This design comes from an exercise in tuning for small area, a short achievable clock period and few clock cycles on the open sky130 flow, not from production work. RTL that was checked went through simulation tests only; none was proved equivalent to the original. Function not checked in runs 1 to 5: the RTL went through the layout flow alone. No activity file was given, so power comes from the tool's default toggle rates.

$ cat flow/run.sh
#!/bin/bash
# Standard ORFS flow, with port buffers and timing repair free to use any
# buffer/gate size instead of only same-footprint swaps.
set -euo pipefail
bash standard.sh MATCH_CELL_FOOTPRINT=0 "BUFFER_PORTS_ARGS=-buffer_cell sky130_fd_sc_hd__buf_2" finish > standard_flow.log 2>&1
$ cat config.mk
export PLATFORM = sky130hd
export DESIGN_NAME = LBP
export DESIGN_NICKNAME = LBP
export VERILOG_FILES = /design/flow/design.v
export SDC_FILE = /design/flow/constraint.sdc
export NUM_CORES = 4
export LEC_CHECK = 0
export CAP_MARGIN = 20
export CORE_MARGIN = 2
export CORE_UTILIZATION = 65
export CTS_BUF_LIST = sky130_fd_sc_hd__clkbuf_8
export CTS_CLUSTER_SIZE = 20
export SETUP_SLACK_MARGIN = 3
export SLEW_MARGIN = 20
$ cat design.v
`timescale 1ns/10ps
module LBP(
	clk,
	reset,
	gray_addr,
	gray_req,
	gray_ready,
	gray_data,
	lbp_addr,
	lbp_valid,
	lbp_data,
	finish
);
input clk;
input reset;
input gray_ready;
input [7:0] gray_data;
output [13:0] gray_addr;
output reg gray_req;
output reg [13:0] lbp_addr;
output reg lbp_valid;
output reg [7:0] lbp_data;
output reg finish;
localparam S  = 8;         
localparam H  = S - 2;     
localparam IW = 3;         
reg [6:0] row;
reg [6:0] col;
reg [IW-1:0] ri;           
assign gray_addr = {row, col};
wire col_end = (ri == S-1);
wire last    = (col == 7'd127) & (row == 7'd127);    
always @(posedge clk) begin
	if (~gray_ready) begin
		row <= 7'd0;
		col <= 7'd0;
		ri  <= {IW{1'b0}};
	end
	else begin
		ri <= ri + 1'b1;                                    
		if (col_end) begin
			col <= col + 7'd1;
			if (col == 7'd127) row <= row - 7'd1;           
			else               row <= row - (S - 1);       
		end
		else row <= row + 7'd1;
	end
end
reg [7:0] p [1:S+1];
integer k;
always @(posedge clk) begin
	p[1] <= gray_data;
	for (k = 2; k <= S + 1; k = k + 1) p[k] <= p[k-1];
end
function ge8;
	input [7:0] a;
	input [7:0] b;
	integer j;
	reg r;
	begin
		r = 1'b1;
		for (j = 0; j < 8; j = j + 1)
			r = (a[j] & ~b[j]) | (a[j] & r) | (~b[j] & r);
		ge8 = r;
	end
endfunction
wire [7:0] x = gray_data;
wire [7:0] c = p[S+1];
wire c_dr  = ge8(x,    c);     
wire c_r   = ge8(p[1], c);     
wire c_ur  = ge8(p[2], c);     
wire c_d   = ge8(p[S], c);     
wire x_ul  = ge8(c, x);        
wire r_l   = ge8(c, p[1]);     
wire ur_dl = ge8(c, p[2]);     
wire d_u   = ge8(c, p[S]);     
reg       q1;
reg [1:0] q2;
reg [2:0] qm [3:S];
reg [3:0] qs1;
always @(posedge clk) begin
	q1    <= x_ul;
	q2    <= {r_l, q1};
	qm[3] <= {ur_dl, q2};
	for (k = 4; k <= S; k = k + 1) qm[k] <= qm[k-1];
	qs1   <= {d_u, qm[S]};
end
wire [7:0] code = {c_dr, c_d, qs1[2], c_r, qs1[1], c_ur, qs1[3], qs1[0]};
always @(posedge clk) begin
	lbp_data <= code;
	lbp_addr <= {row - 7'd1, col - 7'd1};
end
always @(posedge clk or posedge reset) begin
	if (reset) begin
		lbp_valid <= 1'b0;
		finish    <= 1'b0;
		gray_req  <= 1'b1;
	end
	else begin
		lbp_valid <= gray_ready & ~finish & (ri >= 2) & (col >= 7'd2);
		if (gray_ready & last) begin
			finish   <= 1'b1;
			gray_req <= 1'b0;
		end
	end
end
endmodule
$ cat standard.sh
#!/bin/bash
# synth_recipe.tcl (not shown) runs the flow's synth.tcl, then flattens the netlist and writes it again
# the make line also repeats each setting of config.mk as NAME=value (left out here)
make -C /OpenROAD-flow-scripts/flow DESIGN_CONFIG=/design/flow/config.mk WORK_HOME=/design/flow/orfs CLKGATE_MAP_FILE= SYNTH_SCRIPT=/design/flow/synth_recipe.tcl "${@:-finish}"
$ cat constraint.sdc
create_clock -name core_clock -period 5.0 [get_ports {clk}]
set_input_delay 1.0000 -clock core_clock [delete_from_list [all_inputs] [get_ports {clk}]]
set_output_delay 1.0000 -clock core_clock [all_outputs]
set_load 0.01 [all_outputs]
==> run_results.csv, run 1 <==
group,metric,value,unit
clock_tree,cts_buffers,17,
floorplan,die_area,0.007398,sq mm
critical_path,crit_buf_inv,1,
logic_synthesis,netlist_area,0.004372,sq mm
critical_path,startpoint_type,"flip-flop",
critical_path,critical-path-top-delay-family,"flip-flops",
critical_path,crit_required,4.00,ns
min_path,min_from,"qm[8][1]",
min_path,holdCritPathClass,"flip-flop to flip-flop",
drt,wl_per_cell,13.50,microns
floorplan,die_x,86.01,microns
finish,final_util,0.8102,
sta,max-slew-margin-rel,0.6827,
clock_tree,clk_latency,0.42,ns
floorplan,initial_core_util,0.6807,
sta,finClkSkew,0.007336,ns
logic_synthesis,synth.yosys.warnings,3,
finish,nNetsFinal,464,
critical_path,cp-startpoint,"gray_req",
sta,hold_viol_final,0,
sta,tightestPinTransition,0.4755,ns
logic_synthesis,synthCells,377,
sta,setup_ws,2.935,ns
global_routing,antenna_found_initial,0,
global_routing,grt_usage,0.2004,
floorplan,fp.dieH,86.01,microns
power_and_ir_drop,ir_worst_vdd,0.3071,mV
logic_synthesis,avgSynthCellArea,11.60,sq um
drt,drt-total-wl,7.237,mm
place,gp_congestion,0.7768,
sta,drv_slew,0,
logic_synthesis,synth_compound_area_frac,0.09015,
place,dp_cells,492,
clock_tree,cts_tree,"yes",
critical_path,reg2reg_from,"p[9][2]",
sta,max_freq,484.3,MHz
drt,via_per_inst,5.351,
global_routing,grt.overflow.total,0,
clock_tree,clkSinkCount,139,
finish,n_antenna_cell,0,
logic_synthesis,yosys.area_share.xor_xnor,0.03807,
logic_synthesis,synth_top_family_by_area,"simple AND/OR/NAND/NOR gates",
place,io_buffers,49,
place,dpl_cell_area,0.004679,sq mm
place,dp_worst_setup_slack,2.699,ns
sta,post-route-period-util,0.4129,
clock_tree,clock_path_buffers,2,
finish,final_layout_size_suffix_gt1_frac,0.2636,
floorplan,coreArea,0.006422,sq mm
critical_path,worstSetupPathType,"flip-flop to output port",
power_and_ir_drop,leakage,0.002237,uW
sta,finalSetupViolCount,0,
critical_path,worstPathArrival,1.06,ns
logic_synthesis,synthAdderAreaFrac,0.06812,
critical_path,cp-end-kind,"output port",
critical_path,slowest_delay,0.55,ns
power_and_ir_drop,p_per_area,421.8,mW/mm^2
sta,setup_tns,0,ns
logic_synthesis,synth_cell_types,44,
drt,dr.pass1.iters,4,
floorplan,io-pin-count,50,
clock_tree,hold_buffers,0,
finish,syn2layout_area_growth,19.03,%
global_routing,grt_max_degree,18,
floorplan,rows,29,
clock_tree,root_buffer,"clkbuf_8",
logic_synthesis,muxShareOfSynthArea,0.006869,
logic_synthesis,synth-simple-area-share,0.1317,
logic_synthesis,ys_ff_latch,139,
critical_path,slowest_stage,"dfstp_2",
sta,final.min_clock_period,2.065,ns
clock_tree,clkTransAtPathRegs,0.08,ns
drt,final_antenna_net_count,0,
place,hpwl,4.731,mm
global_routing,grt_pass1_vias,2613,
global_routing,grt_pass1_wl,11.39,mm
drt,vias,2868,
finish,fin_area,0.005204,sq mm
critical_path,crit_chain,"buf_6",
logic_synthesis,synth_seq_area_share,0.6402,
run,cap_violations,0,
drt,drc,0,
clock_tree,cts_max_level,4,
sta,rsz0062_at_grt,"true",
logic_synthesis,syn_nets,395,
finish,instances_no_fill,536,
outcome,outcome,"finished clean",
drt,drt_iter0_markers,83,
critical_path,worstPathMaxFanout,2,
==> stage by stage <==
step / hold slack (ns) / power [uW]
3_3_place_gp: 0.3096 / 1368
6_report: 0.3251 / 2195
5_1_grt: 0.3331 / 2281
4_1_cts: 0.3251 / 2215
2_1_floorplan: 0.3096 / 1325
3_5_place_dp: 0.3121 / 1375
==> timing repair <==
action                                  in CTS  in global routing
resized for setup                           20                  5
endpoints found under the setup margin      13                 12
pin swaps                                    0                  0
setup buffers                                1                 11
==> layer usage <==
metal	share of wire	up-vias	wire length, microns	GRT usage
met4	0.013	0	94	0.09812
met2	0.52	89	3743	0.3622
li1	-	1435	-	-
met1	0.41	1333	2999	0.2141
met3	0.055	11	400	0.05390
met5	0	-	0	0
==> final timing paths <==
kind                             endpoint  slack (ns)  depth (start not counted)
worst max-delay path             gray_req        2.94                          1
worst min-delay path               qs1[1]        0.33                          0
worst max register to register      q2[1]        3.19                          5
worst min register to register     qs1[1]        0.33                          0
max in group asynchronous        gray_req        4.37                          2
min in group asynchronous       lbp_valid        0.43                          2
==> flip-flops by register name (all words and copies together) (netlist names), 2 cells and up <==
name / flops
qm: 18
p: 72
ri: 3
col: 7
lbp_data: 8
q2: 2
row: 7
lbp_addr: 14
qs1: 4
==> cell usage after synthesis, drive strengths merged <==
cell type  count  area [sq um]
nor4b          1         8.760
mux2i          3         30.03
a21oi          2         10.01
clkbuf        11         41.29
nor3          13         65.06
o31ai          1         7.510
xnor2          8         70.07
or3b           1         8.760
o22ai          4         25.02
a2111oi        2         17.52
dfstp          1         26.28
dfrtp          2         50.05
dfxtp        136          2723
ha             7         87.58
o21a           3         22.52
nor4           4         25.02
nand4          4         25.02
o2111ai        2         17.52
o211ai         1         7.510
a2111o         1         11.26
a32oi          1         8.760
a31o           1         8.760
nand2         18         67.56
or3            1         6.260
and4           1         8.760
o21ai         10         50.05
a21boi         4         30.03
inv           18         67.56
a31oi          6         37.54
or2b           7         52.55
and2           4         25.02
nor2          20         75.07
maj3          20         210.2
xor2          11         96.34
nand2b        15         93.84
and2b          1         7.510
o21bai         2         15.01
and3           2         12.51
a221oi         4         53.80
nor2b         15         93.84
a211oi         6         45.04
o221ai         3         26.28
==> cells by family after synthesis <==
| kind of cell | Yosys count |
|---|---|
| compound gates | 53 |
| xor+xnor | 19 |
| fa+ha+maj | 27 |
| buf+inv | 29 |
| flops | 139 |
| mux | 3 |
| simple gates | 107 |
==> cells in the final DEF, fill, tap and decap left out, drive strengths merged, types with 4 or more instances in the layout <==
| cell type | instances |
|---|---|
| xnor2 | 8 |
| ha | 7 |
| maj3 | 20 |
| nand4 | 4 |
| a31oi | 6 |
| dfxtp | 136 |
| clkbuf | 18 |
| o22ai | 4 |
| a221oi | 4 |
| a211oi | 6 |
| xor2 | 11 |
| a21boi | 4 |
| inv | 25 |
| and2 | 4 |
| buf | 61 |
| or2b | 7 |
| nand2 | 18 |
| o21ai | 10 |
| nor4 | 4 |
| nor3 | 13 |
| nor2b | 15 |
| nand2b | 15 |
| nor2 | 20 |
==> final cells by class <==
class                   instances  area [sq um]
repair buffers                 61         341.6
multi-input cells             209          1474
clock buffers                  18         247.7
clock inverters                14         137.6
well taps                      77         96.34
fillers                       398          1219
inverters                      18         67.56
flip-flops and latches        139          2839
==> power by group <==
group / switching [uW] / internal [uW]
Combinational: 69.8 / 61.9
Sequential: 32.5 / 1180
Clock: 432 / 417
Total: 534 / 1660
==> inputs of run 2 (changes only) <==
--- a/config.mk
+++ b/config.mk
@@ -11,4 +11,3 @@
 export CTS_BUF_LIST = sky130_fd_sc_hd__clkbuf_8
-export CTS_CLUSTER_SIZE = 20
-export SETUP_SLACK_MARGIN = 3
+export SETUP_SLACK_MARGIN = 2.8
 export SLEW_MARGIN = 20
==> run 2 against run 1 <==
Effect of this change:
- still clean
- via count fell by 2.3%
- worst hold slack got worse by 0.0045 ns
- final cell count fell by 2.4%
- first-iteration DRC count fell by 14%
- register-to-register slack got worse by 0.16 ns
- wire length fell by 2.0%
- sequential power barely moved
- die area did not move
- synthesized cell count did not move
- critical path type unchanged
- critical endpoint is now gray_addr[1]
- largest cell class unchanged
==> run_results.csv, run 2 <==
group,metric,value,unit
critical_path,worstPathArrival,1.15,ns
finish,largest_register,"p",
logic_synthesis,synth.yosys.warnings,3,
logic_synthesis,synth.largest_area_cell,"dfxtp_1",
floorplan,die_area,0.007398,sq mm
place,io_buffers,49,
logic_synthesis,yosys.area_share.xor_xnor,0.03807,
power_and_ir_drop,p_int,1719,uW
critical_path,slowest_delay,0.52,ns
global_routing,grt_pass1_vias,2744,
logic_synthesis,synth-simple-area-share,0.1317,
drt,dr.pass1.iters,5,
power_and_ir_drop,leakage,0.002159,uW
drt,final_antenna_net_count,0,
clock_tree,cts_resized,1,
sta,drv_slew,0,
power_and_ir_drop,pwr-share-clk,0.397,
finish,nNetsFinal,452,
power_and_ir_drop,ir_worst_vdd,0.3407,mV
finish,fillCellCount,407,
place,dpl_cell_area,0.004672,sq mm
power_and_ir_drop,switching_share,0.2315,
critical_path,crit_buf_inv,1,
logic_synthesis,muxShareOfSynthArea,0.006869,
drt,via_per_inst,5.356,
min_path,holdCritPathClass,"flip-flop to flip-flop",
global_routing,grt_max_degree,18,
logic_synthesis,avgSynthCellArea,11.60,sq um
sta,setup_tns,0,ns
sta,finalSetupViolCount,0,
place,gp_congestion,0.8170,
power_and_ir_drop,p_per_area,440.8,mW/mm^2
logic_synthesis,synthTopCellsByArea,"dfxtp_1 62%, maj3_1 2.7%, xor2_1 2.2%",
logic_synthesis,synth_compound_area_frac,0.09015,
drt,drc,0,
place,hpwl,4.720,mm
logic_synthesis,synthAdderAreaFrac,0.06812,
floorplan,coreArea,0.006422,sq mm
logic_synthesis,synth_top_family_by_area,"simple AND/OR/NAND/NOR gates",
clock_tree,clkTransAtPathRegs,0.07,ns
finish,layout_common_cells,"133 x dfxtp_1, 49 x buf_2, 20 x nor2_1",
clock_tree,clock_path_buffers,2,
critical_path,crit_chain,"buf_2",
clock_tree,cts_buffers,17,
logic_synthesis,synthCells,377,
clock_tree,cts_max_level,4,
logic_synthesis,syn_nets,395,
floorplan,rows,29,
sta,post-route-period-util,0.4292,
critical_path,worstPathMaxFanout,9,
logic_synthesis,synth_most_common_cell,"dfxtp_1",
drt,drt-total-wl,7.089,mm
power_and_ir_drop,p_seq_frac,0.545,
logic_synthesis,ys_ff_latch,139,
logic_synthesis,synth_ff_type,"dfxtp_1",
finish,fin_area,0.005075,sq mm
finish,top_regs,"p x72, qm x18, lbp_addr x14",
sta,timing.hold.ws,0.3206,ns
critical_path,slowest_stage,"dfxtp_1",
drt,drt_iter0_markers,71,
clock_tree,root_buffer,"clkbuf_8",
critical_path,crit_required,4.00,ns
sta,max-slew-margin-rel,0.6164,
sta,finClkSkew,0.01234,ns
outcome,outcome,"finished clean",
critical_path,critical-path-top-delay-family,"flip-flops",
sta,tightestPinTransition,0.5753,ns
finish,layout_commonest_cell,"dfxtp_1",
clock_tree,clkSinkCount,139,
floorplan,io-pin-count,50,
clock_tree,cts_tree,"yes",
finish,n_antenna_cell,0,
global_routing,grt_pass1_wl,12.25,mm
logic_synthesis,netlist_area,0.004372,sq mm
logic_synthesis,synth_top_area_share,0.6228,
logic_synthesis,synth_seq_area_share,0.6402,
sta,hold_viol_final,0,
finish,largest_reg_flops,72,
global_routing,antenna_found_initial,0,
logic_synthesis,async_flop_share,0.02158,
critical_path,cp-end-kind,"output port",
global_routing,grt.overflow.total,0,
critical_path,worstSetupPathType,"flip-flop to output port",
sta,final.min_clock_period,2.146,ns
critical_path,startpoint_type,"flip-flop",
floorplan,fp.dieH,86.01,microns
logic_synthesis,synth_edf_count,0,
clock_tree,clk_latency,0.42,ns
logic_synthesis,synth_cell_types,44,
finish,syn2layout_area_growth,16.08,%
global_routing,grt_usage,0.2144,
power_and_ir_drop,p_sw,517.8,uW
floorplan,initial_core_util,0.6807,
power_and_ir_drop,p_comb_frac,0.058,
sta,rsz0062_at_grt,"false",
floorplan,die_x,86.01,microns
clock_tree,hold_buffers,0,
logic_synthesis,synth_common_cells,"136 x dfxtp_1, 20 x nor2_1, 18 x inv_1, 18 x nand2_1",
clock_tree,cts_setup_buffers,0,
drt,vias,2801,
drt,wl_per_cell,13.55,microns
sta,max_freq,466.0,MHz
run,cap_violations,0,
finish,final_layout_size_suffix_gt1_frac,0.2152,
-- run 2: changes by cell type in the layout (fill, tap and decap cells not counted), sizes merged --
cell      before  now
clkinvlp       3    5
buf           61   49
clkbuf        18   19
inv           25   22
clkinv         3    1
bufinv         1    2
-- run 2: power by group through the flow --
stage          sequential [uW]  combinational [uW]  clock, uW
2_1_floorplan             1240                79.6          0
3_3_place_gp              1240                 126          0
3_5_place_dp              1240                 130          0
4_1_cts                   1220                 131        902
5_1_grt                   1230                 146        955
6_report                  1220                 130        888
-- run 2: layout make-up --
cell class / instances / area, sq um / area share
repair buffers: 49 / 245.2 / 0.04832
multi-input cells: 209 / 1464 / 0.2885
inverters: 18 / 67.56 / 0.01331
well taps: 77 / 96.34 / 0.01898
clock inverters: 12 / 137.6 / 0.02712
clock buffers: 19 / 261.5 / 0.05153
flip-flops and latches: 139 / 2803 / 0.5523
-- run 2: cells by family (layout without fill, tap and decap cells) --
group,Yosys count,after routing
DFF,139,139
muxes,3,3
adders and majority gates,27,27
buffers and inverters,29,98
xor gates and xnor gates,19,19
and+or+nand+nor,107,107
AOI/OAI and AO/OA,53,53
-- run 2: metal layers --
layer | global-route usage | vias to the layer above | share of wire
li1 | - | 1410 | -
met1 | 0.2469 | 1295 | 0.44
met2 | 0.3643 | 85 | 0.50
met3 | 0.06545 | 11 | 0.049
met4 | 0.09957 | 0 | 0.015
met5 | 0 | - | 0
-- run 2: path summary, 6_finish.rpt --
kind | cells after the start | from | slack (ns) | to
worst min register to register | 0 | qm[6][2] | 0.32 | qm[7][2]
max in group asynchronous | 2 | reset | 4.36 | gray_req
worst max register to register | 6 | ri[0] | 3.03 | row[2]
worst max-delay path | 1 | col[1] | 2.85 | gray_addr[1]
min in group asynchronous | 2 | reset | 0.43 | lbp_valid
worst min-delay path | 0 | qm[6][2] | 0.32 | qm[7][2]
-- run 2: metrics by stage --
stage | utilization | worst slack, ns | std cells | total power [uW]
detailed placement | 0.7275 | 2.607 | 492 | 1373
global route | 0.7902 | 2.811 | 523 | 2329
finish | 0.7902 | 2.854 | 523 | 2237
global placement | 0.7275 | 2.656 | 492 | 1367
CTS | 0.7898 | 2.808 | 523 | 2252
floorplan | - | 2.802 | 377 | 1324
==> inputs of run 3 (changes only) <==
--- a/config.mk
+++ b/config.mk
@@ -11,3 +11,3 @@
 export CTS_BUF_LIST = sky130_fd_sc_hd__clkbuf_8
-export SETUP_SLACK_MARGIN = 2.8
+export SETUP_SLACK_MARGIN = 2.6
 export SLEW_MARGIN = 20
==> run 3 against run 2 <==
Effect of this change:
- still clean on timing, DRC and antenna
- clock skew down 0.0027 ns
- clock power grew 3.6%
- die area unchanged
- global-route usage fell by 0.17 points
- final cell count increased by 0.19%
- maximum frequency down 2.8%
- register-to-register slack worse by 0.03 ns
- non-clock buffer count unchanged
- combinational power barely moved
- critical endpoint is now gray_addr[2]
- largest cell class unchanged
==> run_results.csv, run 3 <==
group,metric,value,unit
drt,drc,0,
global_routing,grt_max_degree,18,
finish,multiInputGateArea,0.001464,sq mm
global_routing,grt_usage,0.2126,
drt,drt-total-wl,7.181,mm
drt,wl_per_cell,13.70,microns
sta,max-slew-margin-rel,0.6277,
finish,regArea,0.002799,sq mm
floorplan,fp.dieH,86.01,microns
finish,largest_reg_flops,72,
logic_synthesis,synth_top_family_by_area,"simple AND/OR/NAND/NOR gates",
finish,final_layout_size_suffix_gt1_frac,0.2081,
global_routing,top_usage_layer,"met2",
logic_synthesis,netlist_area,0.004372,sq mm
logic_synthesis,synthAdderAreaFrac,0.06812,
drt,dr.pass1.iters,4,
clock_tree,root_buffer,"clkbuf_8",
critical_path,crit_required,4.00,ns
place,dp_worst_setup_slack,2.587,ns
sta,final.min_clock_period,2.209,ns
power_and_ir_drop,ir_worst_vdd,0.3789,mV
min_path,holdCritPathClass,"flip-flop to flip-flop",
logic_synthesis,ys_ff_latch,139,
logic_synthesis,synth.yosys.warnings,3,
floorplan,die_x,86.01,microns
logic_synthesis,muxShareOfSynthArea,0.006869,
logic_synthesis,syn_nets,395,
critical_path,slowest_stage,"dfxtp_1",
sta,setup_tns,0,ns
clock_tree,clock_path_buffers,2,
logic_synthesis,avgSynthCellArea,11.60,sq um
run,cap_violations,0,
clock_tree,cts_resized,0,
clock_tree,cts_tree,"yes",
logic_synthesis,synth_common_cells,"136 x dfxtp_1, 20 x nor2_1, 18 x inv_1, 18 x nand2_1",
logic_synthesis,synth_top_area_share,0.6228,
floorplan,coreArea,0.006422,sq mm
floorplan,rows,29,
clock_tree,cts_buffers,17,
drt,final_antenna_net_count,0,
clock_tree,cts_setup_buffers,0,
critical_path,cp-end-kind,"output port",
critical_path,worstPathArrival,1.21,ns
critical_path,critical-path-top-delay-family,"flip-flops",
sta,post-route-period-util,0.4418,
critical_path,worstSetupPathType,"flip-flop to output port",
clock_tree,clk_latency,0.43,ns
place,gp_congestion,0.8121,
sta,hold_viol_final,0,
finish,nNetsFinal,452,
logic_synthesis,synth_most_common_cell,"dfxtp_1",
power_and_ir_drop,fin_total_pwr,2270,uW
logic_synthesis,synthCells,377,
power_and_ir_drop,switching_share,0.2268,
clock_tree,cts_max_level,4,
drt,vias,2798,
power_and_ir_drop,pwr-share-clk,0.405,
outcome,outcome,"finished clean",
global_routing,use_met1,0.2392,
floorplan,io-pin-count,50,
sta,rsz0062_at_grt,"false",
logic_synthesis,synth.largest_area_cell,"dfxtp_1",
clock_tree,clkTransAtPathRegs,0.08,ns
floorplan,die_area,0.007398,sq mm
finish,largest_register,"p",
logic_synthesis,yosys.area_share.xor_xnor,0.03807,
floorplan,initial_core_util,0.6807,
critical_path,crit_chain,"buf_2",
power_and_ir_drop,leakage,0.002173,uW
power_and_ir_drop,p_comb_frac,0.058,
logic_synthesis,synth-simple-area-share,0.1317,
global_routing,gr-usage-met2,0.3580,
drt,drt_iter0_markers,94,
logic_synthesis,synth_ff_type,"dfxtp_1",
clock_tree,clkSinkCount,139,
logic_synthesis,synth_edf_count,0,
global_routing,grt_util_met3,0.07603,
power_and_ir_drop,p_seq_frac,0.537,
global_routing,grt.overflow.total,0,
finish,n_antenna_cell,0,
global_routing,antenna_found_initial,0,
sta,finClkSkew,0.009663,ns
critical_path,startpoint_type,"flip-flop",
power_and_ir_drop,p_per_area,446.0,mW/mm^2
finish,syn2layout_area_growth,16.40,%
sta,finalSetupViolCount,0,
sta,setup_ws,2.791,ns
power_and_ir_drop,p_int,1755,uW
critical_path,crit_buf_inv,1,
critical_path,slowest_delay,0.57,ns
sta,max_freq,452.7,MHz
logic_synthesis,async_flop_share,0.02158,
sta,drv_slew,0,
logic_synthesis,synthTopCellsByArea,"dfxtp_1 62%, maj3_1 2.7%, xor2_1 2.2%",
logic_synthesis,synth_compound_area_frac,0.09015,
drt,via_per_inst,5.340,
finish,layout_commonest_cell,"dfxtp_1",
power_and_ir_drop,p_sw,514.6,uW
critical_path,worstPathMaxFanout,11,
global_routing,grt_pass1_wl,11.90,mm
sta,tightestPinTransition,0.5584,ns
finish,top_regs,"p x72, qm x18, lbp_addr x14",
place,hpwl,4.778,mm
clock_tree,hold_buffers,0,
global_routing,grt_pass1_vias,2651,
finish,fillCellCount,406,
place,io_buffers,49,
logic_synthesis,synth_seq_area_share,0.6402,
finish,layout_common_cells,"136 x dfxtp_1, 49 x buf_2, 20 x nor2_1",
logic_synthesis,synth_cell_types,44,
[run 3: per-stage QoR]
| step | cells | utilization | hold slack (ns) | instance area, sq um |
|---|---|---|---|---|
| final | 524 | 0.7923 | 0.3245 | 5089 |
| after global routing | 524 | 0.7923 | 0.3254 | 5089 |
| after CTS | 524 | 0.7923 | 0.3244 | 5089 |
| after detailed placement | 492 | 0.7275 | 0.3121 | 4672 |
| after global placement | 492 | 0.7275 | 0.3099 | 4672 |
| after floorplan | 377 | - | 0.3096 | 4372 |
[run 3: final cells by class]
cell class / count / share of cell area
well taps: 77 / 0.01893
clock inverters: 14 / 0.03319
repair buffers: 49 / 0.04819
clock buffers: 18 / 0.04868
multi-input cells: 209 / 0.2877
flip-flops and latches: 139 / 0.5500
inverters: 18 / 0.01328
[run 3: cells by family (layout without fill, tap and decap cells)]
kind of cell               count (synthesis)  after routing
DFF                                      139            139
and+or+nand+nor                          107            107
AOI/OAI and AO/OA                         53             53
buffers and inverters                     29             99
adders and majority gates                 27             27
xor gates and xnor gates                  19             19
muxes                                      3              3
[run 3: final timing paths]
path	slack, ns	cells after the start	start	endpoint
max	2.79	1	col[2]	gray_addr[2]
min	0.32	0	qm[6][2]	qm[7][2]
min reg2reg	0.32	0	qm[6][2]	qm[7][2]
max reg2reg	3.00	6	ri[1]	row[2]
max in group asynchronous	4.37	2	reset	gray_req
min in group asynchronous	0.42	2	reset	lbp_valid
[run 3: routing by layer]
layer  part of all wire  vias up
met3              0.054       13
met5                  0        -
met4              0.018        0
li1                   -     1409
met1               0.42     1302
met2               0.50       74
[run 3: worst reg2reg max path, delay by kind of cell (launching register included)]
family	cells	cell delay (ns)
xor+xnor	1	0.18
fa+ha+maj	2	0.64
flops	1	0.34
mux	1	0.29
simple gates	2	0.41
[run 3: power by group through the flow]
stage          Combinational [uW]  Sequential [uW]  Clock (uW)
2_1_floorplan                79.7             1240           0
3_3_place_gp                  126             1240           0
3_5_place_dp                  130             1240           0
4_1_cts                       133             1220         936
5_1_grt                       146             1230         986
6_report                      132             1220         920
==> inputs of run 4 (changes only) <==
--- a/config.mk
+++ b/config.mk
@@ -11,3 +11,3 @@
 export CTS_BUF_LIST = sky130_fd_sc_hd__clkbuf_8
-export SETUP_SLACK_MARGIN = 2.6
+export SETUP_SLACK_MARGIN = 2.4
 export SLEW_MARGIN = 20
==> run 4 against run 3 <==
Effect of this change:
- wire length unchanged
- still clean
- clock power about the same
- non-clock buffer count unchanged
==> run_results.csv, run 4 <==
group,metric,value,unit
sta,finClkSkew,0.009663,ns
finish,top_regs,"p x72, qm x18, lbp_addr x14",
logic_synthesis,synthCells,377,
min_path,hold-path-cell-count,0,
logic_synthesis,synth_ff_type,"dfxtp_1",
critical_path,worstPathMaxFanout,11,
critical_path,cp-startpoint,"col[2]",
finish,syn2layout_area_growth,16.40,%
floorplan,rows,29,
drt,drt-total-wl,7.181,mm
global_routing,grt.overflow.total,0,
logic_synthesis,synth_edf_count,0,
min_path,holdCritPathClass,"flip-flop to flip-flop",
sta,final.min_clock_period,2.209,ns
critical_path,cp-end-kind,"output port",
critical_path,worstRegToRegCells,6,
global_routing,grt_pass1_wl,11.90,mm
clock_tree,clkSinkCount,139,
global_routing,antenna_found_initial,0,
sta,setup_ws,2.791,ns
finish,n_antenna_cell,0,
critical_path,endpoint,"gray_addr[2]",
critical_path,crit_required,4.00,ns
clock_tree,clkTransAtPathRegs,0.08,ns
sta,tightestPinTransition,0.5584,ns
floorplan,die_x,86.01,microns
critical_path,critical-path-top-delay-family,"flip-flops",
place,io_buffers,49,
sta,setup_tns,0,ns
finish,layout_commonest_cell,"dfxtp_1",
clock_tree,hold_buffers,0,
global_routing,grt_pass1_vias,2651,
logic_synthesis,netlist_area,0.004372,sq mm
sta,hold_viol_final,0,
global_routing,grt_max_degree,18,
critical_path,slowest_delay,0.57,ns
logic_synthesis,synth_top_area_share,0.6228,
drt,dr.pass1.iters,4,
logic_synthesis,ys_ff_latch,139,
floorplan,io-pin-count,50,
logic_synthesis,synthTopCellsByArea,"dfxtp_1 62%, maj3_1 2.7%, xor2_1 2.2%",
clock_tree,cts_setup_buffers,0,
clock_tree,clock_path_buffers,2,
drt,final_antenna_net_count,0,
floorplan,die_area,0.007398,sq mm
critical_path,r2r-end,"row[2]",
place,gp_congestion,0.8121,
finish,largest_register,"p",
sta,drv_slew,0,
global_routing,grt_usage,0.2126,
power_and_ir_drop,p_per_area,446.0,mW/mm^2
sta,finalSetupViolCount,0,
critical_path,crit_buf_inv,1,
place,dp_worst_setup_slack,2.587,ns
finish,layout_common_cells,"136 x dfxtp_1, 49 x buf_2, 20 x nor2_1",
critical_path,crit_chain,"buf_2",
floorplan,coreArea,0.006422,sq mm
clock_tree,cts_tree,"yes",
clock_tree,cts_max_level,4,
drt,vias,2798,
sta,max-slew-margin-rel,0.6277,
logic_synthesis,async_flop_share,0.02158,
finish,regArea,0.002799,sq mm
clock_tree,cts_resized,0,
clock_tree,clk_latency,0.43,ns
sta,rsz0062_at_grt,"false",
drt,drc,0,
logic_synthesis,synth_seq_area_share,0.6402,
logic_synthesis,syn_nets,395,
critical_path,crit_cells,1,
clock_tree,cts_buffers,17,
finish,multiInputGateArea,0.001464,sq mm
logic_synthesis,avgSynthCellArea,11.60,sq um
sta,post-route-period-util,0.4418,
outcome,outcome,"finished clean",
sta,timing.hold.ws,0.3245,ns
place,hpwl,4.778,mm
drt,drt_iter0_markers,94,
floorplan,fp.dieH,86.01,microns
power_and_ir_drop,leakage,0.002173,uW
critical_path,startpoint_type,"flip-flop",
critical_path,worstPathArrival,1.21,ns
critical_path,regToRegSetupSlack,3.00,ns
logic_synthesis,synth_cell_types,44,
finish,nNetsFinal,452,
finish,final_layout_size_suffix_gt1_frac,0.2081,
logic_synthesis,synth_most_common_cell,"dfxtp_1",
logic_synthesis,synth.largest_area_cell,"dfxtp_1",
critical_path,slowest_stage,"dfxtp_1",
finish,fillCellCount,406,
critical_path,worstSetupPathType,"flip-flop to output port",
run,cap_violations,0,
drt,wl_per_cell,13.70,microns
floorplan,initial_core_util,0.6807,
drt,via_per_inst,5.340,
logic_synthesis,synth.yosys.warnings,3,
sta,max_freq,452.7,MHz
logic_synthesis,synth_common_cells,"136 x dfxtp_1, 20 x nor2_1, 18 x inv_1, 18 x nand2_1",
critical_path,reg2reg_from,"ri[1]",
clock_tree,root_buffer,"clkbuf_8",
finish,largest_reg_flops,72,
power_and_ir_drop,ir_worst_vdd,0.3789,mV
## run 4: area by class of cell
class	instances	share of cell area
Timing Repair Buffer	49	0.04819
Inverter	18	0.01328
Tap cell	77	0.01893
Clock inverter	14	0.03319
Clock buffer	18	0.04868
Sequential cell	139	0.5500
Multi-Input combinational cell	209	0.2877
## run 4: cells by family (layout without fill, tap and decap cells)
group                      count (synthesis)  after routing  synth area share
DFF                                      139            139            0.6402
and+or+nand+nor                          107            107            0.1317
AOI/OAI and AO/OA                         53             53           0.09016
buffers and inverters                     29             99           0.02490
adders and majority gates                 27             27           0.06812
xor gates and xnor gates                  19             19           0.03807
muxes                                      3              3          0.006869
## run 4: how the worst min path moves through the flow
| stage | from | endpoint | slack (ns) |
|---|---|---|---|
| 5_1_grt | p[5][3] | p[6][3] | 0.33 |
| 3_3_place_gp | qs1[0] | lbp_data[0] | 0.31 |
| 4_1_cts | p[5][3] | p[6][3] | 0.32 |
| 6_report | qm[6][2] | qm[7][2] | 0.32 |
| 3_5_place_dp | p[5][3] | p[6][3] | 0.31 |
| 2_1_floorplan | qs1[0] | lbp_data[0] | 0.31 |
## run 4: power by group
| group | switching, uW | total, uW | leakage [uW] | internal (uW) |
|---|---|---|---|---|
| registers | 32.3 | 1220 | 0.00118 | 1190 |
| clock network | 412 | 920 | 0.000203 | 508 |
| logic | 70.5 | 132 | 0.000792 | 61.1 |
## run 4: worst reg2reg max path, cell delays in order (launching register included)
cell,delay (ns)
dfxtp_1,0.34
ha_1,0.14
ha_1,0.50
nand4_1,0.36
mux2i_1,0.29
xor2_1,0.18
nor2_1,0.05
## run 4: routing by layer
metal	wire (microns)	track usage	up-vias
met5	0	0	-
met2	3622	0.3580	74
met1	3044	0.2392	1302
met4	127	0.1025	0
met3	387	0.07603	13
li1	-	-	1409
## run 4: per-stage QoR
| stage | util | instances | instance area [sq um] | power, uW |
|---|---|---|---|---|
| CTS | 0.7923 | 524 | 5089 | 2288 |
| floorplan | - | 377 | 4372 | 1324 |
| global placement | 0.7275 | 492 | 4672 | 1367 |
| detailed placement | 0.7275 | 492 | 4672 | 1374 |
| finish | 0.7923 | 524 | 5089 | 2270 |
| global route | 0.7923 | 524 | 5089 | 2359 |
==> inputs of run 5 (changes only) <==
--- a/config.mk
+++ b/config.mk
@@ -9,5 +9,5 @@
 export CORE_MARGIN = 2
-export CORE_UTILIZATION = 65
+export CORE_UTILIZATION = 80
 export CTS_BUF_LIST = sky130_fd_sc_hd__clkbuf_8
-export SETUP_SLACK_MARGIN = 2.4
+export SETUP_SLACK_MARGIN = 3
 export SLEW_MARGIN = 20
==> run 5 against run 4 <==
Effect of this change:
- the flow now stops in 4_1_cts
- synthesized area is the same
- synthesized cell count is the same
==> run_results.csv, run 5 <==
group,metric,value,unit
logic_synthesis,synth.largest_area_cell,"dfxtp_1",
floorplan,io-pin-count,50,
clock_tree,cts_resized,24,
logic_synthesis,async_flop_share,0.02158,
logic_synthesis,synth_edf_count,0,
floorplan,rows,26,
place,io_buffers,49,
logic_synthesis,syn_nets,395,
floorplan,initial_core_util,0.8399,
logic_synthesis,synth_cell_types,44,
place,hpwl,6.139,mm
floorplan,fp.dieH,77.93,microns
place,dp_worst_setup_slack,2.669,ns
logic_synthesis,ys_ff_latch,139,
logic_synthesis,synth_ff_type,"dfxtp_1",
logic_synthesis,synth_most_common_cell,"dfxtp_1",
logic_synthesis,synth.yosys.warnings,3,
clock_tree,root_buffer,"clkbuf_8",
floorplan,die_x,77.93,microns
clock_tree,cts_buffers,17,
outcome,lastStage,"4_1_cts",
clock_tree,hold_buffers,0,
clock_tree,cts_max_level,4,
logic_synthesis,synthTopCellsByArea,"dfxtp_1 62%, maj3_1 2.7%, xor2_1 2.2%",
logic_synthesis,synth_seq_area_share,0.6402,
clock_tree,clock_path_buffers,2,
logic_synthesis,synth_top_area_share,0.6228,
outcome,outcome,"stopped before the end",
place,dpl_cell_area,0.004671,sq mm
place,gp_congestion,0.8545,
clock_tree,cts_setup_buffers,3,
logic_synthesis,avgSynthCellArea,11.60,sq um
logic_synthesis,synthCells,377,
clock_tree,clkSinkCount,139,
logic_synthesis,synth_common_cells,"136 x dfxtp_1, 20 x nor2_1, 18 x inv_1, 18 x nand2_1",
outcome,tool.error,"[ERROR DPL-0033] detailed placement checks failed during check placement.",
logic_synthesis,netlist_area,0.004372,sq mm
## run 5: logic make-up after synthesis
kind of cell	count (synthesis)	share of synthesized area
muxes	3	0.006869
adders and majority gates	27	0.06812
AOI/OAI and AO/OA	53	0.09016
xor gates and xnor gates	19	0.03807
and+or+nand+nor	107	0.1317
buffers and inverters	29	0.02490
DFF	139	0.6402
## run 5: worst min path at each step
stage,startpoint,end,depth (start not counted)
after global placement,qm[8][1],qs1[1],0
after detailed placement,p[4][7],p[5][7],0
after floorplan,qs1[0],lbp_data[0],0
## run 5: power groups by stage
stage | logic [uW] | registers, uW | clock network [uW]
3_3_place_gp | 125 | 1240 | 0
3_5_place_dp | 136 | 1250 | 0
2_1_floorplan | 80.0 | 1240 | 0
## run 5: through the flow
stage	hold slack (ns)	std cells
2_1_floorplan	0.3096	377
3_3_place_gp	0.3096	485
3_5_place_dp	0.3121	485
==> inputs of run 6 (changes only) <==
--- a/design.v
+++ b/design.v
@@ -33,3 +33,3 @@
 always @(posedge clk) begin
-	if (~gray_ready) begin
+	if (~gray_req) begin
 		row <= 7'd0;
@@ -96,10 +96,8 @@
 		finish    <= 1'b0;
-		gray_req  <= 1'b1;
+		gray_req  <= 1'b0;
 	end
 	else begin
-		lbp_valid <= gray_ready & ~finish & (ri >= 2) & (col >= 7'd2);
-		if (gray_ready & last) begin
-			finish   <= 1'b1;
-			gray_req <= 1'b0;
-		end
+		gray_req  <= gray_ready;
+		lbp_valid <= gray_req & ~finish & (ri >= 2) & (col >= 7'd2);
+		if (gray_req & last) finish <= 1'b1;
 	end
--- a/config.mk
+++ b/config.mk
@@ -9,3 +9,3 @@
 export CORE_MARGIN = 2
-export CORE_UTILIZATION = 80
+export CORE_UTILIZATION = 65
 export CTS_BUF_LIST = sky130_fd_sc_hd__clkbuf_8
==> run 6 against run 5 <==
Effect of this change:
- the run now finishes clean
- synthesized area increased by 0.14%
- synthesized cell count stayed put
==> run_results.csv, run 6 <==
group,metric,value,unit
outcome,outcome,"finished clean",
clock_tree,cts_max_level,4,
logic_synthesis,synthTopCellsByArea,"dfxtp_1 62%, maj3_1 2.7%, xor2_1 2.6%",
drt,dr.pass1.iters,4,
finish,nNetsFinal,469,
clock_tree,cts_buffers,17,
critical_path,crit_buf_inv,1,
drt,drt_iter0_markers,115,
logic_synthesis,synth.largest_area_cell,"dfxtp_1",
floorplan,coreArea,0.006422,sq mm
floorplan,rows,29,
finish,largest_register,"p",
logic_synthesis,synth_ff_type,"dfxtp_1",
drt,drc,0,
sta,max_freq,499.5,MHz
logic_synthesis,synthCells,377,
critical_path,cp-end-kind,"output port",
logic_synthesis,syn_nets,396,
finish,layout_common_cells,"122 x dfxtp_1, 48 x buf_2, 20 x inv_1",
global_routing,grt_usage,0.2087,
critical_path,critical-path-top-delay-family,"flip-flops",
place,dp_worst_setup_slack,2.691,ns
finish,layout_commonest_cell,"dfxtp_1",
logic_synthesis,synth_most_common_cell,"dfxtp_1",
critical_path,worstSetupPathType,"flip-flop to output port",
floorplan,die_area,0.007408,sq mm
power_and_ir_drop,leakage,0.002263,uW
global_routing,grt_pass1_wl,11.61,mm
floorplan,initial_core_util,0.6817,
critical_path,worstPathMaxFanout,12,
global_routing,grt.overflow.total,0,
clock_tree,clkTransAtPathRegs,0.08,ns
floorplan,io-pin-count,50,
power_and_ir_drop,p_per_area,417.1,mW/mm^2
logic_synthesis,synth.yosys.warnings,3,
critical_path,startpoint_type,"flip-flop",
clock_tree,clk_latency,0.43,ns
floorplan,fp.dieH,86.07,microns
logic_synthesis,async_flop_share,0.02158,
logic_synthesis,avgSynthCellArea,11.61,sq um
clock_tree,root_buffer,"clkbuf_8",
drt,wl_met2,3.767,mm
drt,highest_layer,"met4",
sta,finalSetupViolCount,0,
finish,syn2layout_area_growth,19.78,%
power_and_ir_drop,ir_worst_vdd,0.2934,mV
critical_path,crit_required,4.00,ns
logic_synthesis,synth_edf_count,0,
logic_synthesis,synth_cell_types,42,
sta,post-route-period-util,0.4004,
sta,rsz0062_at_grt,"true",
drt,vias,2881,
sta,max-slew-margin-rel,0.6821,
sta,finClkSkew,0.009732,ns
min_path,holdCritPathClass,"flip-flop to flip-flop",
sta,hold_viol_final,0,
sta,setup_ws,2.998,ns
clock_tree,cts_tree,"yes",
place,io_buffers,49,
clock_tree,hold_buffers,0,
drt,via_per_inst,5.335,
run,cap_violations,0,
drt,wl_met1,3.074,mm
finish,n_antenna_cell,0,
logic_synthesis,ys_ff_latch,139,
drt,wl_per_cell,13.45,microns
logic_synthesis,synth_top_area_share,0.6219,
global_routing,grt_pass1_vias,2632,
sta,drv_slew,0,
clock_tree,clkSinkCount,139,
critical_path,worstPathArrival,1.00,ns
drt,drt-total-wl,7.262,mm
place,gp_congestion,0.8143,
drt,final_antenna_net_count,0,
critical_path,regToRegSetupSlack,3.14,ns
global_routing,antenna_found_initial,0,
drt,wl_met3,356,microns
critical_path,slowest_stage,"dfxtp_4",
global_routing,grt_max_degree,17,
critical_path,crit_chain,"buf_2",
finish,final_layout_size_suffix_gt1_frac,0.2721,
sta,final.min_clock_period,2.002,ns
clock_tree,clock_path_buffers,2,
place,hpwl,4.825,mm
sta,setup_tns,0,ns
logic_synthesis,netlist_area,0.004378,sq mm
logic_synthesis,synth_seq_area_share,0.6390,
sta,tightestPinTransition,0.4763,ns
critical_path,slowest_delay,0.42,ns
logic_synthesis,synth_common_cells,"136 x dfxtp_1, 20 x inv_1, 19 x nor2_1, 18 x nand2_1",
floorplan,die_x,86.07,microns
finish,largest_reg_flops,72,
finish,top_regs,"p x72, qm x18, lbp_addr x14",
## run 6: changes by cell type after synthesis, moves of 3 or more
cell      before  now
and2_1         4    1
clkbuf_1      11    8
xnor2_1        8    5
a31oi_1        6    3
## run 6: through the flow
step           hold WS (ns)  power (uW)  cells  cell area, sq um  utilization
2_1_floorplan        0.3096        1329    377              4385            -
3_3_place_gp         0.3096        1374    493              4687       0.7298
3_5_place_dp         0.3121        1381    493              4687       0.7298
4_1_cts              0.3289        2205    528              5121       0.7974
5_1_grt              0.3352        2281    540              5244       0.8165
6_report             0.3255        2187    540              5244       0.8165
## run 6: where the power goes
| part | internal [uW] | total [uW] | switching (uW) | leakage, uW |
|---|---|---|---|---|
| registers | 1180 | 1210 | 32.9 | 0.00119 |
| logic | 64.6 | 137 | 72.6 | 0.000894 |
| clock network | 401 | 836 | 435 | 0.000180 |
## run 6: cells by family after synthesis
family,count (synthesis),share of synthesized area
and+or+nand+nor,103,0.1237
xor gates and xnor gates,18,0.03601
adders and majority gates,28,0.07088
AOI/OAI and AO/OA,54,0.09260
muxes,5,0.01143
buffers and inverters,30,0.02629
DFF,139,0.6390
## run 6: timing repair
action                     CTS  global route
gates cloned                 0             0
gates resized for setup     22            10
buffers inserted             3            12
setup endpoints to repair   17            15
## run 6: layout make-up
type	instances	area, sq um
tap	77	96.34
clock buffer	17	234.0
multi-input combinational	208	1485
inverter	20	75.07
clock inverter	15	140.1
sequential	139	2849
timing repair buffer	64	364.1
fill	407	1179
## run 6: path summary, 6_finish.rpt
kind / start / endpoint / depth (start not counted)
max: row[2] / gray_addr[9] / 1
min: qm[7][2] / qm[8][2] / 0
max reg2reg: col[0] / row[5] / 6
min reg2reg: qm[7][2] / qm[8][2] / 0
max in group asynchronous: reset / gray_req / 2
min in group asynchronous: reset / finish / 2
## run 6: layer usage
| layer | track usage | up-vias |
|---|---|---|
| met2 | 0.3643 | 76 |
| met3 | 0.08855 | 7 |
| met1 | 0.2233 | 1350 |
| li1 | - | 1448 |
| met5 | 0 | - |
| met4 | 0.07937 | 0 |
## run 6: worst register-to-register path, cell delays in order (launching register included)
cell	delay, ns
dfxtp_4	0.39
ha_1	0.19
nand4_1	0.28
a211oi_2	0.35
o21ai_0	0.12
a32oi_1	0.25
mux2i_1	0.20
Testbench counts of run 6, summed over its fixed seeds: cycles 64,518.
==> inputs of run 7 (changes only) <==
--- a/config.mk
+++ b/config.mk
@@ -11,2 +11,4 @@
 export CTS_BUF_LIST = sky130_fd_sc_hd__clkbuf_8
+export CTS_CLUSTER_DIAMETER = 100
+export CTS_CLUSTER_SIZE = 30
 export SETUP_SLACK_MARGIN = 3
==> run 7 against run 6 <==
Effect of this change:
- worst hold slack is the same
- synthesized area is the same
- worst setup slack unchanged
- critical endpoint unchanged
- largest cell class unchanged
==> run_results.csv, run 7 <==
group,metric,value,unit
logic_synthesis,synth_most_common_cell,"dfxtp_1",
finish,nNetsFinal,469,
power_and_ir_drop,p_per_area,417.1,mW/mm^2
floorplan,coreArea,0.006422,sq mm
clock_tree,cts_max_level,4,
sta,tightestPinTransition,0.4763,ns
critical_path,crit_chain,"buf_2",
critical_path,worstPathArrival,1.00,ns
floorplan,fp.dieH,86.07,microns
finish,fillCellCount,407,
global_routing,grt_pass1_vias,2632,
sta,finalSetupViolCount,0,
place,hpwl,4.825,mm
drt,via_per_inst,5.335,
logic_synthesis,syn_nets,396,
run,cap_violations,0,
drt,final_antenna_net_count,0,
global_routing,grt.overflow.total,0,
clock_tree,clock_path_buffers,2,
clock_tree,cts_buffers,17,
critical_path,slowest_stage,"dfxtp_4",
clock_tree,clkSinkCount,139,
logic_synthesis,netlist_area,0.004378,sq mm
floorplan,die_area,0.007408,sq mm
global_routing,grt_usage,0.2087,
clock_tree,hold_buffers,0,
critical_path,crit_required,4.00,ns
logic_synthesis,synth_cell_types,42,
critical_path,startpoint_type,"flip-flop",
sta,timing.hold.ws,0.3255,ns
logic_synthesis,synth_common_cells,"136 x dfxtp_1, 20 x inv_1, 19 x nor2_1, 18 x nand2_1",
drt,vias,2881,
power_and_ir_drop,leakage,0.002263,uW
floorplan,die_x,86.07,microns
outcome,outcome,"finished clean",
logic_synthesis,synthTopCellsByArea,"dfxtp_1 62%, maj3_1 2.7%, xor2_1 2.6%",
drt,drt_iter0_markers,115,
logic_synthesis,synth.yosys.warnings,3,
drt,wl_per_cell,13.45,microns
sta,rsz0062_at_grt,"true",
drt,dr.pass1.iters,4,
logic_synthesis,synth_edf_count,0,
finish,top_regs,"p x72, qm x18, lbp_addr x14",
finish,final_layout_size_suffix_gt1_frac,0.2721,
floorplan,initial_core_util,0.6817,
logic_synthesis,avgSynthCellArea,11.61,sq um
logic_synthesis,async_flop_share,0.02158,
finish,syn2layout_area_growth,19.78,%
logic_synthesis,synth.largest_area_cell,"dfxtp_1",
floorplan,io-pin-count,50,
place,io_buffers,49,
logic_synthesis,synth_top_area_share,0.6219,
critical_path,worstSetupPathType,"flip-flop to output port",
min_path,holdCritPathClass,"flip-flop to flip-flop",
sta,final.min_clock_period,2.002,ns
clock_tree,root_buffer,"clkbuf_8",
logic_synthesis,ys_ff_latch,139,
finish,largest_reg_flops,72,
sta,max_freq,499.5,MHz
sta,finClkSkew,0.009732,ns
drt,drc,0,
sta,hold_viol_final,0,
critical_path,cp-end-kind,"output port",
sta,max-slew-margin-rel,0.6821,
clock_tree,clkTransAtPathRegs,0.08,ns
critical_path,critical-path-top-delay-family,"flip-flops",
sta,drv_slew,0,
finish,layout_common_cells,"122 x dfxtp_1, 48 x buf_2, 20 x inv_1",
critical_path,worstPathMaxFanout,12,
finish,largest_register,"p",
critical_path,slowest_delay,0.42,ns
finish,n_antenna_cell,0,
critical_path,crit_buf_inv,1,
global_routing,antenna_found_initial,0,
sta,setup_tns,0,ns
drt,drt-total-wl,7.262,mm
floorplan,rows,29,
sta,post-route-period-util,0.4004,
clock_tree,clk_latency,0.43,ns
global_routing,grt_pass1_wl,11.61,mm
global_routing,grt_max_degree,17,
clock_tree,cts_tree,"yes",
place,gp_congestion,0.8143,
power_and_ir_drop,ir_worst_vdd,0.2934,mV
finish,layout_commonest_cell,"dfxtp_1",
logic_synthesis,synth_seq_area_share,0.6390,
logic_synthesis,synth_ff_type,"dfxtp_1",
logic_synthesis,synthCells,377,
[run 7: area by class of cell]
cell class / instances / area (sq um) / share of cell area
sequential: 139 / 2849 / 0.5433
multi-input combinational: 208 / 1485 / 0.2832
timing repair buffer: 64 / 364.1 / 0.06943
clock buffer: 17 / 234.0 / 0.04462
clock inverter: 15 / 140.1 / 0.02672
tap: 77 / 96.34 / 0.01837
inverter: 20 / 75.07 / 0.01432
[run 7: what timing repair did]
| action | 4_1_cts | 5_1_grt |
|---|---|---|
| setup endpoints to repair | 17 | 15 |
| gates cloned | 0 | 0 |
| resized for setup | 22 | 10 |
| buffers inserted | 3 | 12 |
[run 7: kinds of logic after synthesis]
kind of cell,share of synthesized area
buf+inv,0.02629
fa+ha+maj,0.07088
simple gates,0.1237
flops,0.6390
mux,0.01143
xor+xnor,0.03601
compound gates,0.09260
[run 7: worst paths after layout]
path	startpoint	endpoint	slack (ns)	cells after the start
worst min-delay path	qm[7][2]	qm[8][2]	0.33	0
max in group asynchronous	reset	gray_req	4.43	2
worst max register to register	col[0]	row[5]	3.14	6
min in group asynchronous	reset	finish	0.42	2
worst min register to register	qm[7][2]	qm[8][2]	0.33	0
worst max-delay path	row[2]	gray_addr[9]	3.00	1
[run 7: routing by layer]
layer  up-vias  GRT usage  wire length (microns)
met4         0    0.07937                     63
met5         -          0                      0
met2        76     0.3643                   3767
met3         7    0.08855                    356
met1      1350     0.2233                   3074
li1       1448          -                      -
[run 7: where the power goes]
part           leakage [uW]  internal [uW]  switching (uW)
Clock              0.000180            401             435
Combinational      0.000894           64.6            72.6
Sequential          0.00119           1180            32.9
[run 7: through the flow]
step                      worst slack, ns  total power (uW)  instances  cell area, sq um  utilization
after global routing                2.946              2281        540              5244       0.8165
after detailed placement            2.691              1381        493              4687       0.7298
after global placement              2.715              1374        493              4687       0.7298
after CTS                           2.919              2205        528              5121       0.7974
final                               2.998              2187        540              5244       0.8165
after floorplan                     2.866              1329        377              4385            -
==> inputs of run 8 (changes only) <==
--- a/config.mk
+++ b/config.mk
@@ -11,5 +11,3 @@
 export CTS_BUF_LIST = sky130_fd_sc_hd__clkbuf_8
-export CTS_CLUSTER_DIAMETER = 100
-export CTS_CLUSTER_SIZE = 30
-export SETUP_SLACK_MARGIN = 3
+export SETUP_SLACK_MARGIN = 2.9
 export SLEW_MARGIN = 20
==> run 8 against run 7 <==
Effect of this change:
- final cell count shrank 2.4%
- first-iteration DRC count grew 8.7%
- still clean
- sequential share of layout area grew 0.90 points
- core utilization shrank 2.3 points
- sequential cell count is the same
- clock-buffer cell count is the same
- register-to-register slack lost 0.07 ns
- highest routed layer unchanged
- synthesized cell count is the same
- synthesized area is the same
- combinational power is essentially flat
==> run_results.csv, run 8 <==
group,metric,value,unit
global_routing,grt_usage,0.2055,
finish,final_layout_size_suffix_gt1_frac,0.2378,
global_routing,antenna_found_initial,0,
run,cap_violations,0,
min_path,holdCritPathClass,"flip-flop to flip-flop",
logic_synthesis,synth.largest_area_cell,"dfxtp_1",
global_routing,grt_pass1_wl,11.41,mm
critical_path,worstSetupPathType,"flip-flop to output port",
clock_tree,root_buffer,"clkbuf_8",
logic_synthesis,synth_common_cells,"136 x dfxtp_1, 20 x inv_1, 19 x nor2_1, 18 x nand2_1",
clock_tree,clock_path_buffers,2,
critical_path,worstPathMaxFanout,11,
logic_synthesis,synthCells,377,
finish,fin_area,0.005095,sq mm
logic_synthesis,synth.yosys.warnings,3,
global_routing,grt_max_degree,17,
floorplan,fp.dieH,86.07,microns
place,hpwl,4.825,mm
sta,finClkSkew,0.01023,ns
logic_synthesis,netlist_area,0.004378,sq mm
logic_synthesis,synth_seq_area_share,0.6390,
place,gp_congestion,0.8143,
sta,tightestPinTransition,0.4738,ns
logic_synthesis,synth_most_common_cell,"dfxtp_1",
finish,layout_common_cells,"126 x dfxtp_1, 49 x buf_2, 20 x inv_1",
critical_path,critical-path-top-delay-family,"flip-flops",
finish,n_antenna_cell,0,
logic_synthesis,avgSynthCellArea,11.61,sq um
critical_path,startpoint_type,"flip-flop",
finish,top_regs,"p x72, qm x18, lbp_addr x14",
critical_path,crit_chain,"buf_2",
place,io_buffers,49,
sta,finalSetupViolCount,0,
finish,syn2layout_area_growth,16.38,%
logic_synthesis,synthTopCellsByArea,"dfxtp_1 62%, maj3_1 2.7%, xor2_1 2.6%",
global_routing,grt.overflow.total,0,
drt,drt-total-wl,7.045,mm
logic_synthesis,synth_cell_types,42,
logic_synthesis,synth_ff_type,"dfxtp_1",
global_routing,grt_pass1_vias,2569,
sta,setup_tns,0,ns
clock_tree,clkSinkCount,139,
floorplan,die_x,86.07,microns
finish,largest_reg_flops,72,
critical_path,crit_required,4.00,ns
floorplan,die_area,0.007408,sq mm
finish,largest_register,"p",
clock_tree,cts_buffers,17,
clock_tree,cts_tree,"yes",
critical_path,regToRegSetupSlack,3.07,ns
critical_path,worstPathArrival,1.03,ns
finish,layout_commonest_cell,"dfxtp_1",
floorplan,coreArea,0.006422,sq mm
floorplan,rows,29,
drt,drt_iter0_markers,125,
power_and_ir_drop,fin_total_pwr,2189,uW
logic_synthesis,synth_top_area_share,0.6219,
sta,max-slew-margin-rel,0.6838,
drt,via_per_inst,5.294,
critical_path,crit_buf_inv,1,
logic_synthesis,synth_edf_count,0,
outcome,outcome,"finished clean",
drt,final_antenna_net_count,0,
clock_tree,cts_max_level,4,
sta,final.min_clock_period,2.033,ns
drt,vias,2790,
drt,dr.pass1.iters,4,
sta,drv_slew,0,
place,dp_cells,493,
finish,nNetsFinal,456,
critical_path,slowest_stage,"dfxtp_2",
drt,wl_per_cell,13.37,microns
floorplan,initial_core_util,0.6817,
sta,setup_ws,2.967,ns
floorplan,io-pin-count,50,
critical_path,cp-end-kind,"output port",
critical_path,slowest_delay,0.44,ns
place,dpl_cell_area,0.004687,sq mm
place,dp_worst_setup_slack,2.691,ns
logic_synthesis,ys_ff_latch,139,
power_and_ir_drop,leakage,0.002184,uW
logic_synthesis,syn_nets,396,
finish,instances_no_fill,527,
power_and_ir_drop,ir_worst_vdd,0.2968,mV
logic_synthesis,async_flop_share,0.02158,
sta,post-route-period-util,0.4065,
clock_tree,clk_latency,0.43,ns
sta,hold_viol_final,0,
clock_tree,clkTransAtPathRegs,0.08,ns
sta,rsz0062_at_grt,"true",
sta,max_freq,492.0,MHz
drt,drc,0,
power_and_ir_drop,p_per_area,429.7,mW/mm^2
==> run 8: cell counts after synthesis <==
No cell type changed its count.
==> run 8: logic make-up after synthesis <==
group | after synthesis | synth area share
XOR/XNOR | 18 | 0.03601
adder cells (fa/ha/maj) | 28 | 0.07088
flip-flops | 139 | 0.6390
AND/OR/NAND/NOR | 103 | 0.1237
buffers and inverters | 30 | 0.02629
AO/OA/AOI/OAI | 54 | 0.09260
multiplexers | 5 | 0.01143
==> run 8: final timing paths <==
| kind | end | cells past startpoint | from |
|---|---|---|---|
| min reg2reg | qm[8][2] | 0 | qm[7][2] |
| max reg2reg | row[5] | 6 | col[1] |
| min in group asynchronous | lbp_valid | 2 | reset |
| min | qm[8][2] | 0 | qm[7][2] |
| max | gray_addr[10] | 1 | row[3] |
| max in group asynchronous | gray_req | 2 | reset |
==> run 8: where the power goes <==
group / internal (uW) / switching [uW] / total, uW
Clock: 401 / 433 / 834
Sequential: 1190 / 33.5 / 1220
Combinational: 64.0 / 71.3 / 135
Total: 1650 / 538 / 2190
==> run 8: area by class of cell <==
type                       instances  area (sq um)
clock buffer                      17         234.0
clock inverter                    15         140.1
fill                             435          1328
inverter                          20         75.07
multi-input combinational        208          1475
sequential                       139          2814
tap                               77         96.34
timing repair buffer              51         260.3
==> run 8: layer usage <==
layer / routed length [microns] / track usage
met2: 3614 / 0.3538
met1: 2955 / 0.2242
met4: 91 / 0.07792
met3: 385 / 0.08758
met5: 0 / 0
==> run 8: stage by stage <==
| stage | utilization | hold slack, ns |
|---|---|---|
| final | 0.7933 | 0.3253 |
| after global routing | 0.7933 | 0.3350 |
| after CTS | 0.7894 | 0.3288 |
| after detailed placement | 0.7298 | 0.3121 |
| after global placement | 0.7298 | 0.3096 |
| after floorplan | - | 0.3096 |
==> run 8: timing repair <==
action | in CTS | in global routing
endpoints found under the setup margin | 7 | 8
gates resized for setup | 7 | 6
hold endpoints to repair | 0 | 0
buffers inserted | 0 | 2
hold buffers | 0 | 0
==> inputs of run 9 (changes only) <==
--- a/config.mk
+++ b/config.mk
@@ -10,4 +10,4 @@
 export CORE_UTILIZATION = 65
-export CTS_BUF_LIST = sky130_fd_sc_hd__clkbuf_8
-export SETUP_SLACK_MARGIN = 2.9
+export CTS_BUF_LIST = sky130_fd_sc_hd__clkbuf_8 sky130_fd_sc_hd__clkbuf_16
+export SETUP_SLACK_MARGIN = 3
 export SLEW_MARGIN = 20
==> run 9 against run 8 <==
Effect of this change:
- power rose by 15%
- clock skew fell by 0.0045 ns
- critical path type unchanged
- largest power group unchanged
- sequential share of layout area fell by 3.9 points
- synthesized area did not move
- highest routed layer unchanged
- worst hold slack got worse by 0.0041 ns
- critical path depth did not move
- core utilization rose by 7.0 points
- non-clock buffer count rose by 17
- worst setup slack got worse by 0.0071 ns
- synthesized cell count did not move
- maximum frequency fell by 0.35%
- via count rose by 8.9%
==> run_results.csv, run 9 <==
group,metric,value,unit
clock_tree,hold_buffers,0,
power_and_ir_drop,p_int,1919,uW
sta,finClkSkew,0.005742,ns
logic_synthesis,avgSynthCellArea,11.61,sq um
critical_path,crit_chain,"buf_6",
sta,rsz0062_at_grt,"true",
drt,dr.pass1.iters,5,
sta,setup_tns,0,ns
logic_synthesis,synth_top_area_share,0.6219,
finish,layout_commonest_cell,"dfxtp_1",
logic_synthesis,synth_common_cells,"136 x dfxtp_1, 20 x inv_1, 19 x nor2_1, 18 x nand2_1",
place,gp_congestion,0.8143,
finish,fin_area,0.005545,sq mm
logic_synthesis,synth.largest_area_cell,"dfxtp_1",
drt,drt_iter0_markers,131,
global_routing,grt_pass1_vias,2832,
global_routing,grt_usage,0.2312,
logic_synthesis,synth_compound_area_frac,0.09260,
clock_tree,clkSinkCount,139,
logic_synthesis,syn_nets,396,
critical_path,crit_required,4.00,ns
place,dp_cells,493,
finish,n_antenna_cell,0,
power_and_ir_drop,p_comb_frac,0.059,
drt,vias,3039,
critical_path,worstSetupPathType,"flip-flop to output port",
finish,layout_common_cells,"122 x dfxtp_1, 35 x buf_2, 20 x inv_1",
floorplan,die_x,86.07,microns
sta,finalSetupViolCount,0,
finish,syn2layout_area_growth,26.66,%
sta,timing.hold.ws,0.3212,ns
sta,tightestPinTransition,0.4948,ns
sta,post-route-period-util,0.4079,
clock_tree,clkTransAtPathRegs,0.06,ns
power_and_ir_drop,ir_worst_vdd,0.3677,mV
logic_synthesis,synth_cell_types,42,
floorplan,rows,29,
critical_path,slowest_stage,"dfrtp_2",
drt,final_antenna_net_count,0,
logic_synthesis,netlist_area,0.004378,sq mm
power_and_ir_drop,leakage,0.002374,uW
power_and_ir_drop,p_per_area,454.1,mW/mm^2
finish,largest_reg_flops,72,
drt,via_per_inst,5.586,
min_path,holdCritPathClass,"flip-flop to flip-flop",
finish,final_layout_size_suffix_gt1_frac,0.2784,
logic_synthesis,ys_ff_latch,139,
critical_path,reg2reg_from,"col[1]",
critical_path,cp-startpoint,"gray_req",
clock_tree,cts_tree,"yes",
power_and_ir_drop,fin_total_pwr,2518,uW
critical_path,worstPathMaxFanout,2,
place,hpwl,4.825,mm
critical_path,critical-path-top-delay-family,"flip-flops",
critical_path,startpoint_type,"flip-flop",
critical_path,worstPathArrival,1.04,ns
floorplan,fp.dieH,86.07,microns
power_and_ir_drop,pwr-share-clk,0.459,
drt,drc,0,
logic_synthesis,synth_ff_type,"dfxtp_1",
clock_tree,cts_max_level,4,
min_path,min_from,"qs1[3]",
global_routing,grt.overflow.total,0,
global_routing,antenna_found_initial,0,
floorplan,initial_core_util,0.6817,
logic_synthesis,synth_seq_area_share,0.6390,
global_routing,grt_pass1_wl,12.88,mm
logic_synthesis,yosys.area_share.xor_xnor,0.03601,
logic_synthesis,synth_most_common_cell,"dfxtp_1",
logic_synthesis,synth_edf_count,0,
logic_synthesis,async_flop_share,0.02158,
drt,wl_per_cell,15.39,microns
run,cap_violations,0,
critical_path,cp-end-kind,"output port",
floorplan,die_area,0.007408,sq mm
sta,drv_slew,0,
outcome,outcome,"finished clean",
clock_tree,root_buffer,"clkbuf_8",
logic_synthesis,synth_top_family_by_area,"simple AND/OR/NAND/NOR gates",
sta,max-slew-margin-rel,0.6698,
power_and_ir_drop,switching_share,0.2378,
logic_synthesis,synth-simple-area-share,0.1237,
finish,largest_register,"p",
logic_synthesis,synthCells,377,
critical_path,crit_buf_inv,1,
clock_tree,clk_latency,0.52,ns
finish,top_regs,"p x72, qm x18, lbp_addr x14",
global_routing,grt_max_degree,17,
logic_synthesis,synth.yosys.warnings,3,
place,io_buffers,49,
sta,final.min_clock_period,2.040,ns
drt,drt-total-wl,8.370,mm
floorplan,coreArea,0.006422,sq mm
logic_synthesis,muxShareOfSynthArea,0.01143,
finish,fillCellCount,318,
clock_tree,clock_path_buffers,2,
finish,instances_no_fill,544,
floorplan,io-pin-count,50,
critical_path,slowest_delay,0.40,ns
logic_synthesis,synthAdderAreaFrac,0.07088,
sta,max_freq,490.3,MHz
sta,hold_viol_final,0,
clock_tree,cts_buffers,17,
power_and_ir_drop,p_sw,598.7,uW
place,dpl_cell_area,0.004687,sq mm
finish,nNetsFinal,473,
power_and_ir_drop,p_seq_frac,0.482,
logic_synthesis,synthTopCellsByArea,"dfxtp_1 62%, maj3_1 2.7%, xor2_1 2.6%",
run 9: cell type report:
| type | instances | area (sq um) | area share |
|---|---|---|---|
| clock buffers | 17 | 414.1 | 0.07468 |
| clock inverters | 15 | 140.1 | 0.02527 |
| inverters | 20 | 75.07 | 0.01354 |
| multi-input cells | 208 | 1495 | 0.2696 |
| flip-flops and latches | 139 | 2849 | 0.5138 |
| well taps | 77 | 96.34 | 0.01737 |
| repair buffers | 68 | 475.5 | 0.08574 |
run 9: power groups by stage:
| stage | logic [uW] | clock network (uW) | registers (uW) |
|---|---|---|---|
| 6_report | 148 | 1160 | 1210 |
| 5_1_grt | 164 | 1220 | 1220 |
| 2_1_floorplan | 82.2 | 0 | 1250 |
| 3_3_place_gp | 130 | 0 | 1240 |
| 3_5_place_dp | 135 | 0 | 1250 |
| 4_1_cts | 144 | 1160 | 1220 |
run 9: per-layer routing:
layer	track usage	routed length (microns)
met5	0	0
met4	0.1385	444
met3	0.06833	444
met2	0.4052	4272
met1	0.2433	3208
run 9: worst paths after layout:
kind / endpoint / slack (ns) / depth (start not counted)
min reg2reg: lbp_data[1] / 0.32 / 0
min in group asynchronous: lbp_valid / 0.34 / 2
min: lbp_data[1] / 0.32 / 0
max: gray_req / 2.96 / 1
max reg2reg: row[6] / 3.03 / 7
max in group asynchronous: gray_req / 4.52 / 2
run 9: cell families after synthesis:
| group | after synthesis |
|---|---|
| flops | 139 |
| simple gates | 103 |
| compound gates | 54 |
| buf+inv | 30 |
| fa+ha+maj | 28 |
| xor+xnor | 18 |
| mux | 5 |
run 9: through the flow:
step / setup slack [ns] / util
after floorplan: 2.866 / -
after global placement: 2.715 / 0.7298
after detailed placement: 2.691 / 0.7298
after CTS: 2.909 / 0.8471
after global routing: 2.915 / 0.8634
final: 2.960 / 0.8634
run 9: timing repair:
item                                   CTS  global route
endpoints found under the hold margin    0             0
setup endpoints to repair               19            18
gates resized for setup                 33            13
pin swaps                                0             2
buffers inserted                        16             3

## what the ideal ports hide
Ports are ideal in the flow. The routed layouts listed here were re-timed in OpenROAD.
Step 1 sets driving cells, clkbuf_16 on the clock port and buf_2 on the other inputs (assumed; they add their load-dependent delay and slew).
Step 2 moves the port delays by t, midway between the first and last clock arrival at a register: inputs arrive t later, outputs are due t later. That takes back most of the time a late clock gives input paths.
a / b / c = ideal / step 1 / step 2; a / b = the first two.
run	shift t [ns]	setup WS [ns]	worst hold slack (ns)	clock arrival spread, ns
run 1	0.447	2.935 / 2.907 / 2.698	0.325 / 0.325 / 0.325	0.008 / 0.008
run 2	0.443	2.854 / 2.825 / 2.603	0.321 / 0.321 / 0.321	0.012 / 0.012
run 3	0.452	2.791 / 2.760 / 2.595	0.324 / 0.324 / 0.324	0.011 / 0.011
run 4	0.452	2.791 / 2.760 / 2.595	0.324 / 0.324 / 0.324	0.011 / 0.011
run 6	0.451	2.998 / 2.970 / 2.680	0.326 / 0.326 / 0.326	0.011 / 0.011
run 7	0.451	2.998 / 2.970 / 2.680	0.326 / 0.326 / 0.326	0.011 / 0.011
run 8	0.453	2.967 / 2.940 / 2.681	0.325 / 0.325 / 0.325	0.011 / 0.011
run 9	0.548	2.960 / 2.930 / 2.675	0.321 / 0.321 / 0.321	0.006 / 0.007
After both steps every run listed still meets setup and hold.
